What follows belongs to an exercise in optimizing a design on an open flow for small area and a short achievable clock period; a production flow would make more cautious choices. The RTL of this run was laid out without a check of its function.

==> design/flow/design.v <==
module top_fft(
    input clk,
    input reset_p,
    input [23:0] fft_input,
    output reg [23:0] fft_output
);
    reg [3:0] cnt;
    reg       f1, f2;    
    wire [3:0] nc = reset_p ? 4'b1111 : cnt + 4'd1;    
    always @(posedge clk) begin
        cnt <= nc;
        if (reset_p) begin
            f1  <= 1'b1;
            f2  <= 1'b1;
        end else begin
            if (cnt == 4'd14) f1 <= 1'b0;
            if (cnt == 4'd1 && !f1) f2 <= 1'b0;
        end
    end
    reg [3:0] v4, v3, v2;
    always @(posedge clk) begin
        v4 <= nc + 4'd4;
        v3 <= v4;
        v2 <= v3;
    end
    wire [3:0] ncm1 = nc - 4'd1;
    wire [3:0] nc1  = nc + 4'd1;
    wire [2:0] k1_p = v4[3] ? 3'd0 : v4[2:0];           
    wire [2:0] k1_x = v3[3] ? 3'd0 : v3[2:0];           
    wire [2:0] k1_m = v2[3] ? 3'd0 : v2[2:0];           
    wire [2:0] k2_p = v2[2] ? 3'd0 : {v2[1:0], 1'b0};    
    wire [2:0] k2_m = nc[2]  ? 3'd0 : {nc[1:0], 1'b0};       
    wire [5:0]  c1p_n, c1x_n, c2p_n, u1, u2, u3;
    wire [42:0] c1m_n, u4, u5;
    wire [32:0] c2m_n, u6;
    twiddle_w_value  w1p(.k(k1_p), .p1(c1p_n), .p2(u4));
    twiddle_w_value  w1x(.k(k1_x), .p1(c1x_n), .p2(u5));
    twiddle_w_value  w1m(.k(k1_m), .p1(u1),    .p2(c1m_n));
    twiddle_w_value2 w2p(.k(k2_p), .p1(c2p_n), .p2(u6));
    twiddle_w_value2 w2m(.k(k2_m), .p1(u2),    .p2(c2m_n));
    reg sel1, sel2, sel3, sel4, rot3;
    reg [5:0]  c1p, c2p;
    reg [1:0]  c1x;
    reg [42:0] c1m;
    reg [32:0] c2m;
    always @(posedge clk) begin
        sel1 <= nc[3];
        sel2 <= ~ncm1[2];
        sel3 <= nc[1];
        sel4 <= nc[0];
        rot3 <= nc1[1] & nc1[0];
        c1p <= c1p_n;
        c1x <= c1x_n[1:0];
        c2p <= c2p_n;
        c1m <= c1m_n;
        c2m <= c2m_n;
    end
    reg  [23:0] s1_in;
    reg  [23:0] s1_dl [0:4];
    reg  [25:0] s1_d5;
    reg  [51:0] s1_d6;
    reg  [97:0] s1_d7;
    wire [23:0] s1_a = {s1_d7[97:86], s1_d7[48:37]};
    wire [23:0] s1_b0, s1_b1;
    wire [25:0] s1_p;
    wire [97:0] s1_m;
    wire [11:0] s1_yr, s1_yi;
    Butterfly bf1(.fft_input_A(s1_a), .fft_input_B(s1_in), .fft_output_0(s1_b0), .fft_output_1(s1_b1));
    twiddle_prep #(.QOUT(0)) tp1(.x(s1_dl[4]), .p1(c1p), .t(s1_p));
    twiddle_factor tw1(.t(s1_d6), .p2(c1m), .y(s1_m));
    twiddle_add ta1r(.a(s1_d7[97:86]), .s(s1_d7[85:68]), .c(s1_d7[67:50]), .cin(s1_d7[49]), .y(s1_yr));
    twiddle_add ta1i(.a(s1_d7[48:37]), .s(s1_d7[36:19]), .c(s1_d7[18:1]),  .cin(s1_d7[0]),  .y(s1_yi));
    wire [12:0] s1_tr = s1_d5[25:13], s1_ti = s1_d5[12:0];
    integer i;
    always @(posedge clk) begin
        s1_in <= fft_input;
        s1_dl[0] <= sel1 ? s1_b1 : s1_in;
        for (i = 1; i < 5; i = i + 1) s1_dl[i] <= s1_dl[i-1];
        s1_d5 <= s1_p;
        s1_d6 <= {s1_ti ^ {13{c1x[0]}}, s1_tr ^ {13{c1x[1]}}, s1_tr, s1_ti};
        s1_d7 <= s1_m;
    end
    reg  [23:0] s2_in;
    reg  [23:0] s2_d0, s2_d1;
    reg  [25:0] s2_d2;
    reg  [73:0] s2_d3;
    wire [23:0] s2_a = {s2_d3[73:62], s2_d3[36:25]};
    wire [23:0] s2_b0, s2_b1;
    wire [25:0] s2_p;
    wire [73:0] s2_m;
    wire [11:0] s2_yr, s2_yi;
    Butterfly bf2(.fft_input_A(s2_a), .fft_input_B(s2_in), .fft_output_0(s2_b0), .fft_output_1(s2_b1));
    twiddle_prep #(.QOUT(0)) tp2(.x(s2_d1), .p1(c2p), .t(s2_p));
    twiddle_factor2 tw2(.t(s2_d2), .p2(c2m), .y(s2_m));
    twiddle_add2 ta2r(.s(s2_d3[73:56]), .c(s2_d3[55:38]), .cin(s2_d3[37]), .y(s2_yr));
    twiddle_add2 ta2i(.s(s2_d3[36:19]), .c(s2_d3[18:1]),  .cin(s2_d3[0]),  .y(s2_yi));
    always @(posedge clk) begin
        s2_in <= sel1 ? s1_b0 : {s1_yr, s1_yi};
        s2_d0 <= sel2 ? s2_in : s2_b1;
        s2_d1 <= s2_d0;
        s2_d2 <= s2_p;
        s2_d3 <= s2_m;
    end
    reg  [23:0] s3_in;
    reg  [23:0] s3_d0, s3_d1;
    wire [23:0] s3_b0, s3_b1;
    Butterfly bf3(.fft_input_A(s3_d1), .fft_input_B(s3_in), .fft_output_0(s3_b0), .fft_output_1(s3_b1));
    wire [11:0] s3_neg_r = -s3_d0[23:12];
    always @(posedge clk) begin
        s3_in <= sel2 ? {s2_yr, s2_yi} : s2_b0;
        s3_d0 <= sel3 ? s3_in : s3_b1;
        s3_d1 <= rot3 ? {s3_d0[11:0], s3_neg_r} : s3_d0;
    end
    reg  [23:0] s4_in;
    reg  [23:0] s4_dl;
    wire [23:0] s4_b0, s4_b1;
    Butterfly bf4(.fft_input_A(s4_dl), .fft_input_B(s4_in), .fft_output_0(s4_b0), .fft_output_1(s4_b1));
    always @(posedge clk) begin
        s4_in <= sel3 ? s3_d1 : s3_b0;
        s4_dl <= sel4 ? s4_in : s4_b1;
        fft_output <= (reset_p | f2) ? 24'd0 : (sel4 ? s4_dl : s4_b0);
    end
endmodule
module Butterfly(
    input [23:0] fft_input_A,
    input [23:0] fft_input_B,
    output [23:0] fft_output_0,
    output [23:0] fft_output_1
);
    bf_addsub re(.a(fft_input_A[23:12]), .b(fft_input_B[23:12]), .s(fft_output_0[23:12]), .d(fft_output_1[23:12]));
    bf_addsub im(.a(fft_input_A[11:0]),  .b(fft_input_B[11:0]),  .s(fft_output_0[11:0]),  .d(fft_output_1[11:0]));
endmodule
module bf_addsub(
    input  [11:0] a,
    input  [11:0] b,
    output [11:0] s,
    output [11:0] d
);
    wire [12:0] ae = {a[11], a};
    wire [12:0] be = {b[11], b};
    wire [12:0] p  = ae ^ be;
    wire [12:0] gs = ae & be;
    wire [12:0] gd = ae & ~be;
    wire [12:0] cs, cd;    
    bf_prefix ps(.g(gs), .p(p),  .cin(1'b0), .c(cs));
    bf_prefix pd(.g(gd), .p(~p), .cin(1'b1), .c(cd));
    wire [12:0] sum  = p ^ cs;
    wire [12:0] diff = ~p ^ cd;
    assign s = sum[12:1];
    assign d = diff[12:1];
endmodule
module bf_prefix(
    input  [12:0] g,
    input  [12:0] p,
    input  cin,
    output [12:0] c
);
    wire [12:0] g0 = {g[12:1], g[0] | (p[0] & cin)};
    wire [12:0] gl [0:4];
    wire [12:0] pl [0:4];
    assign gl[0] = g0;
    assign pl[0] = p;
    genvar l, i;
    generate for (l = 0; l < 4; l = l + 1) begin : lv
        for (i = 0; i < 13; i = i + 1) begin : b
            localparam integer d = (l == 0) ? 1 : (1 << l);
            if ((i % 2 == 1) && (i >= d + (l == 0 ? 0 : 1))) begin
                assign gl[l+1][i] = gl[l][i] | (pl[l][i] & gl[l][i-d]);
                assign pl[l+1][i] = pl[l][i] & pl[l][i-d];
            end else begin
                assign gl[l+1][i] = gl[l][i];
                assign pl[l+1][i] = pl[l][i];
            end
        end
    end endgenerate
    wire [12:0] gf;
    generate for (i = 0; i < 13; i = i + 1) begin : f
        if (i % 2 == 0 && i >= 2) assign gf[i] = g0[i] | (p[i] & gl[4][i-1]);
        else                      assign gf[i] = gl[4][i];
    end endgenerate
    assign c = {gf[11:0], cin};
endmodule
module twiddle_factor(
    input  [51:0] t,
    input  [42:0] p2,
    output [97:0] y
);
    wire [12:0] qr = t[51:39], qi = t[38:26], tr = t[25:13], ti = t[12:0];
    wire en = p2[42], en2 = p2[41], en13 = p2[40];
    twiddle_csa re(.t(tr), .q(qr), .en(en), .en2(en2), .en13(en13), .inv(p2[39]),
                   .ke(p2[38:30]), .kf(p2[29:20]), .y(y[97:49]));
    twiddle_csa im(.t(ti), .q(qi), .en(en), .en2(en2), .en13(en13), .inv(p2[19]),
                   .ke(p2[18:10]), .kf(p2[9:0]), .y(y[48:0]));
endmodule
module twiddle_csa(
    input  [12:0] t,
    input  [12:0] q,
    input  en, en2, en13, inv,
    input  [8:0] ke,
    input  [9:0] kf,
    output [48:0] y
);
    wire [21:0] tp = {{9{t[12]}}, t};
    wire [21:0] tn = ~tp;
    wire [21:0] qp = {{9{q[12]}}, q};
    wire [21:0] qn = ~qp;
    wire [21:0] z = 22'd0;
    wire [11:0] a = t[11:0] + {11'd0, inv};
    wire [21:0] rB = en ? (tn << 6) : z;
    wire [21:0] rC = en ? (en2 ? (tn << 8) : (tn << 4)) : z;
    wire [21:0] rD = en ? (en2 ? (tp << 4) : (tp << 1)) : z;
    wire [21:0] rE = (en2 ? (tp << 2) : z) | (en13 ? (qp << 9) : z) | {13'd0, ke};
    wire [21:0] rF = (en13 ? (qn << 7) : z) | {12'd0, kf};
    wire [21:0] rG = en13 ? (qp << 3) : z;
    wire [21:0] s1 = rB ^ rC ^ rD, c1 = ((rB & rC) | (rB & rD) | (rC & rD)) << 1;
    wire [21:0] s2 = rE ^ rF ^ rG, c2 = ((rE & rF) | (rE & rG) | (rF & rG)) << 1;
    wire [21:0] s3 = s1 ^ c1 ^ s2, c3 = ((s1 & c1) | (s1 & s2) | (c1 & s2)) << 1;
    wire [21:0] s4 = s3 ^ c3 ^ c2, c4 = ((s3 & c3) | (s3 & c2) | (c3 & c2)) << 1;
    wire [4:0] lo = {1'b0, s4[3:0]} + {1'b0, c4[3:0]};
    assign y = {a, s4[21:4], c4[21:4], lo[4]};
endmodule
module twiddle_factor2(
    input  [25:0] t,
    input  [32:0] p2,
    output [73:0] y
);
    wire [12:0] tr = t[25:13], ti = t[12:0];
    twiddle_csa2 re(.t(tr), .en(p2[32]), .ka(p2[31:22]), .kb(p2[21:16]), .y(y[73:37]));
    twiddle_csa2 im(.t(ti), .en(p2[32]), .ka(p2[15:6]),  .kb(p2[5:0]),   .y(y[36:0]));
endmodule
module twiddle_csa2(
    input  [12:0] t,
    input  en,
    input  [9:0] ka,
    input  [5:0] kb,
    output [36:0] y
);
    wire [21:0] tp = {{9{t[12]}}, t};
    wire [21:0] tn = ~tp;
    wire [21:0] z = 22'd0;
    wire [21:0] rA = {t[11:0], ka};
    wire [21:0] rB = (en ? (tn << 6) : z) | {16'd0, kb};
    wire [21:0] rC = en ? (tn << 8) : z;
    wire [21:0] rD = en ? (tp << 4) : z;
    wire [21:0] rE = en ? (tp << 2) : z;
    wire [21:0] s1 = rA ^ rB ^ rC, c1 = ((rA & rB) | (rA & rC) | (rB & rC)) << 1;
    wire [21:0] s2 = s1 ^ c1 ^ rD, c2 = ((s1 & c1) | (s1 & rD) | (c1 & rD)) << 1;
    wire [21:0] s3 = s2 ^ c2 ^ rE, c3 = ((s2 & c2) | (s2 & rE) | (c2 & rE)) << 1;
    wire [4:0] lo = {1'b0, s3[3:0]} + {1'b0, c3[3:0]};
    assign y = {s3[21:4], c3[21:4], lo[4]};
endmodule
module twiddle_add(
    input  [11:0] a,
    input  [17:0] s,
    input  [17:0] c,
    input  cin,
    output [11:0] y
);
    wire [17:0] a6 = {a, 6'd0};
    wire [17:0] s2 = a6 ^ s ^ c;
    wire [17:0] c2 = (a6 & s) | (a6 & c) | (s & c);
    wire [17:0] r  = s2 + {c2[16:0], cin};
    assign y = r[17:6];
endmodule
module twiddle_add2(
    input  [17:0] s,
    input  [17:0] c,
    input  cin,
    output [11:0] y
);
    wire [17:0] r = s + c + {17'd0, cin};
    assign y = r[17:6];
endmodule
module twiddle_w_value(
    input  [2:0] k,
    output reg [5:0]  p1,     
    output reg [42:0] p2      
);
    always @(*) begin
        case (k)
            3'd0: begin p1 = {2'd0, 4'b0000}; p2 = {3'b000, 1'b0, 9'd0,   10'd0,   1'b0, 9'd0,   10'd0};   end
            3'd1: begin p1 = {2'd0, 4'b0010}; p2 = {3'b101, 1'b0, 9'd208, 10'd0,   1'b0, 9'd511, 10'd89};  end
            3'd2: begin p1 = {2'd1, 4'b0000}; p2 = {3'b110, 1'b0, 9'd0,   10'd320, 1'b0, 9'd0,   10'd320}; end
            3'd3: begin p1 = {2'd2, 4'b0101}; p2 = {3'b101, 1'b0, 9'd208, 10'd0,   1'b1, 9'd130, 10'd0};   end
            3'd4: begin p1 = {2'd2, 4'b0100}; p2 = {3'b000, 1'b0, 9'd0,   10'd0,   1'b1, 9'd0,   10'd0};   end
            3'd5: begin p1 = {2'd2, 4'b0110}; p2 = {3'b101, 1'b0, 9'd511, 10'd89,  1'b1, 9'd511, 10'd11};  end
            3'd6: begin p1 = {2'd3, 4'b0100}; p2 = {3'b110, 1'b0, 9'd0,   10'd320, 1'b1, 9'd0,   10'd20};  end
            default: begin p1 = {2'd0, 4'b1101}; p2 = {3'b101, 1'b1, 9'd130, 10'd0, 1'b1, 9'd511, 10'd11}; end
        endcase
    end
endmodule
module twiddle_w_value2(
    input  [2:0] k,
    output reg [5:0]  p1,     
    output reg [32:0] p2      
);
    always @(*) begin
        case (k[2:1])
            2'd0: begin p1 = {2'd0, 4'b0000}; p2 = {1'b0, 10'd0,   6'd0, 10'd0,    6'd0};  end
            2'd1: begin p1 = {2'd1, 4'b0000}; p2 = {1'b1, 10'd320, 6'd0, 10'd320,  6'd0};  end
            2'd2: begin p1 = {2'd2, 4'b0100}; p2 = {1'b0, 10'd0,   6'd0, 10'd1023, 6'd1};  end
            default: begin p1 = {2'd3, 4'b0100}; p2 = {1'b1, 10'd320, 6'd0, 10'd1023, 6'd21}; end
        endcase
    end
endmodule
module twiddle_prep #(parameter QOUT = 1) (
    input  [23:0] x,
    input  [5:0]  p1,
    output [QOUT*26+25:0] t
);
    wire [12:0] xr = {x[23], x[23:12]};
    wire [12:0] xi = {x[11], x[11:0]};
    wire [1:0] ps = p1[5:4];
    wire ir = p1[3], ii = p1[2], m1 = p1[1], m3 = p1[0];
    wire n3 = (ps == 2'd3), n1 = (ps == 2'd1);
    wire [12:0] ar = ((ps == 2'd2) ? 13'd0 : (xr ^ {13{n3}})) ^ {13{ir}};
    wire [12:0] br = ((ps == 2'd0) ? 13'd0 : xi) ^ {13{ir}};
    wire [12:0] ai = ((ps == 2'd2) ? 13'd0 : xi) ^ {13{ii}};
    wire [12:0] bi = ((ps == 2'd0) ? 13'd0 : (xr ^ {13{n1}})) ^ {13{ii}};
    wire cr = n3 ^ ir, ci = n1 ^ ii;
    wire [13:0] sr = {ar, cr} + {br, cr};
    wire [13:0] si = {ai, ci} + {bi, ci};
    wire [12:0] tr = sr[13:1];
    wire [12:0] ti = si[13:1];
    generate if (QOUT) begin : g_q
        wire [12:0] qr = ti ^ {13{m3}};
        wire [12:0] qi = tr ^ {13{m1}};
        assign t = {qr, qi, tr, ti};
    end else begin : g_noq
        assign t = {tr, ti};
    end endgenerate
endmodule
==> design/flow/run.sh <==
#!/bin/bash
# synth_recipe.tcl (not shown) runs the flow's synth.tcl, then flattens the netlist and writes it again
# the make line also repeats each setting of config.mk as NAME=value (left out here)
make -C /OpenROAD-flow-scripts/flow DESIGN_CONFIG=/design/flow/config.mk WORK_HOME=/design/flow/orfs CLKGATE_MAP_FILE= SYNTH_SCRIPT=/design/flow/synth_recipe.tcl finish
==> design/flow/config.mk <==
export PLATFORM = sky130hd
export DESIGN_NAME = top_fft
export DESIGN_NICKNAME = top_fft
export VERILOG_FILES = /design/flow/design.v
export SDC_FILE = /design/flow/constraint.sdc
export NUM_CORES = 4
export LEC_CHECK = 0
export CAP_MARGIN = 20
export CORE_MARGIN = 2
export CORE_UTILIZATION = 50
export CTS_CLUSTER_DIAMETER = 100
export CTS_CLUSTER_SIZE = 30
export PLACE_DENSITY = 0.7
export SETUP_SLACK_MARGIN = 4.2
export SLEW_MARGIN = 20
==> design/flow/constraint.sdc <==
create_clock -name core_clock -period 7.0 [get_ports {clk}]
set_input_delay 1.4000 -clock core_clock [delete_from_list [all_inputs] [get_ports {clk}]]
set_output_delay 1.4000 -clock core_clock [all_outputs]
set_load 0.01 [all_outputs]
==> results.toml <==
[run_status]
status = "complete, no violations"

[logic_synthesis]
yosysSeqAreaShare = 0.357
syn_area_sq_mm = 0.0379
ys_types = 82
synth_fp_nets = 4384
ys.flop_type = "dfxtp_1"
avgSynthCellArea_sq_um = 10.2
synth_edf_count = 0
synthCells = 3701
async_flop_share = 0
ys_warn_count = 6
ys_ff_latch = 677

[clock_tree]
htree_levels = 1
clock_sinks = 677
clk_pin_slew_ps = 110
cts_made_buffers = 30
clk_path_buf_depth = 3
cts_tree = "done"
cts-root-buf = "clkbuf_16"
ctsHoldBuffers = 0
clk_latency_ps = 650

[timing]
fmax_mhz = 361
fin_crit_sh = 0.396
fin_crit_ps = 2770
hold_ws_ps = 320
finalHoldViolCount = 0
finalSetupViolCount = 0
max-slew-margin-rel = 0.347
maxSlewViolCount = 0
rsz0062_at_grt = "true"
worstMarginPinSlew_ps = 978
fin_skew_ps = 32.6
setup_tns_ps = 0
worst_slack_ps = 4230

[floorplanning]
initial_core_util = 0.507
die_w_um = 279
coreArea_sq_mm = 0.0748
dieHeight_um = 279
io_pins = 50
die-area_sq_mm = 0.0781
core.rowCount = 100

[global_route]
grt_max_degree = 76
grt_pass1_wl_mm = 128
grt-ovfl-total = 0
grt_util_all_layers = 0.204
grt_pass1_vias = 24300
antenna_found_initial = 1

[routing]
drt_iter0_drc = 1389
num_vias = 24400
routedWlPerCell_um = 17.0
via_per_inst = 5.20
drcViolationCount = 0
ant_nets = 0
firstDrtPassIters = 8
finalWirelength_mm = 80.0

[flow_run]
maxCapViolations = 0

[placement]
pre_cts_ws_ps = 3070
numPlacedInstances = 4615
port_buffers = 49
gp_congestion = 0.871
postPlaceCellArea_sq_mm = 0.0393
dp_hpwl_mm = 61.6

[cells_and_area]
fin_area_sq_mm = 0.0413
area_growth_pct = 8.98
fin_cells = 4700
nets = 4401
drive_above_1_share = 0.0973
fillers = 6516

[worst_setup_path]
critPathArrivalTime_ps = 3310
end_kind = "flip-flop"
cp_max_fo = 12
worstPathRequired_ps = 7540
worstSetupStartpointType = "flip-flop"
critical_path_class = "reg -> reg"

[min_path]
hold_class = "reg -> reg"
-- Yosys cell counts, drive strengths merged (22+ instances only) --
library cell | count | area (sq um)
nor2b | 87 | 544
a21boi | 24 | 180
o21ai | 155 | 776
clkbuf | 95 | 358
nor2 | 193 | 724
inv | 384 | 1440
a21oi | 178 | 902
and2 | 49 | 307
mux2i | 65 | 651
ha | 341 | 4270
a21o | 31 | 233
nand2b | 89 | 557
o21a | 39 | 293
xnor2 | 182 | 1590
xor2 | 117 | 1020
buf | 22 | 91.3
dfxtp | 677 | 13600
nand3 | 34 | 170
fa | 316 | 6330
nand2 | 265 | 995
mux2 | 61 | 687
nor3 | 45 | 225
-- per-layer routing --
metal	wire length, um	vias up	GRT usage
met5	0	-	0
met1	38100	11800	0.293
met4	2200	0	0.0528
li1	-	12100	-
met2	36400	420	0.331
met3	3280	103	0.0220
-- placed cells by master, fill, tap and decap left out, types with 45 or more instances in the layout --
master / n
dfxtp_1: 626
inv_1: 382
ha_1: 336
fa_1: 300
nand2_1: 262
nor2_1: 193
xnor2_1: 179
a21oi_1: 159
o21ai_0: 130
xor2_1: 115
nand2b_1: 87
nor2b_1: 80
mux2i_1: 62
mux2_2: 60
nor3_1: 45
-- sequential cells by signal (all words and copies together) (netlist names), 3 cells and up --
signal,count
c2m,4
s3_d1,24
s4_dl,24
s3_in,24
s2_d1,24
s2_in,24
s2_d3,71
s4_in,24
c1p,4
s3_d0,24
s1_in,24
s1_dl,120
v2,4
fft_output,24
s2_d2,26
s1_d5,26
c1m,14
v3,4
s1_d7,98
s1_d6,52
cnt,3
s2_d0,24
-- through the flow --
step	utilization
after floorplan	-
after global placement	0.525
after detailed placement	0.525
after CTS	0.542
after global routing	0.552
final	0.552
-- logic make-up after synthesis --
| group | after synthesis | share of synthesized area |
|---|---|---|
| and+or+nand+nor | 851 | 0.110 |
| xor gates and xnor gates | 299 | 0.0691 |
| buffers and inverters | 501 | 0.0499 |
| adders and majority gates | 657 | 0.279 |
| DFF | 677 | 0.357 |
| muxes | 126 | 0.0353 |
| AOI/OAI and AO/OA | 590 | 0.0994 |
-- path summary, 6_finish.rpt --
check	cells past startpoint	to	startpoint	slack [ps]
min	0	s1_dl[4][3]	s1_dl[3][3]	320
max	11	s1_d5[24]	c1p[4]	4230
min reg2reg	0	s1_dl[4][3]	s1_dl[3][3]	320
max reg2reg	11	s1_d5[24]	c1p[4]	4230
-- layout make-up --
class | count | area [sq um] | share of cell area
sequential | 677 | 13700 | 0.331
clock buffer | 33 | 793 | 0.0192
timing repair buffer | 102 | 955 | 0.0231
tap | 969 | 1210 | 0.0293
antenna | 1 | 2.50 | 0.0000606
multi-input combinational | 2523 | 23100 | 0.558
clock inverter | 11 | 185 | 0.00448
inverter | 384 | 1450 | 0.0351
-- worst max-delay path, stage by stage, from the launching register on --
cell and delay [ps]:
dfxtp_4 390, or2_4 300, nand2_1 90, xnor2_1 110, fa_2 370, a21o_1 170
a21oi_2 150, nor2b_1 90, o41ai_2 400, o21ai_1 120, o41a_1 330, xor2_1 140
-- timing repair --
action / in CTS / in global routing
gates resized for setup: 115 / 148
setup buffers: 13 / 24
cloned: 0 / 2
setup endpoints to repair: 185 / 114
pin swaps: 19 / 54

-- static timing again, ports no longer ideal --
How much do the figures lean on ideal ports? The routed layout below was timed once more, with nothing changed but the port constraints. Step 1 assumes that a clkbuf_16 drives the clock port and a buf_2 every other input. Step 2, shift: input delay + t, output delay - t, t = (earliest + latest rising clock arrival at the registers) / 2. This alone moves slack from input paths to output paths. Three values: no drivers, after step 1, after step 2; two values: the first two.
t (ns): 0.691
slack for setup (ns): 4.226 / 4.226 / 3.884
clock arrival spread, ns: 0.039 / 0.039
worst data-port slew with drivers (ns): 0.06
pins driven straight from the clock port: 1
After both steps this run still meets setup and hold. For this run, drivers alone change the setup slack by 0.000 ns; drivers and shift together by -0.342 ns.
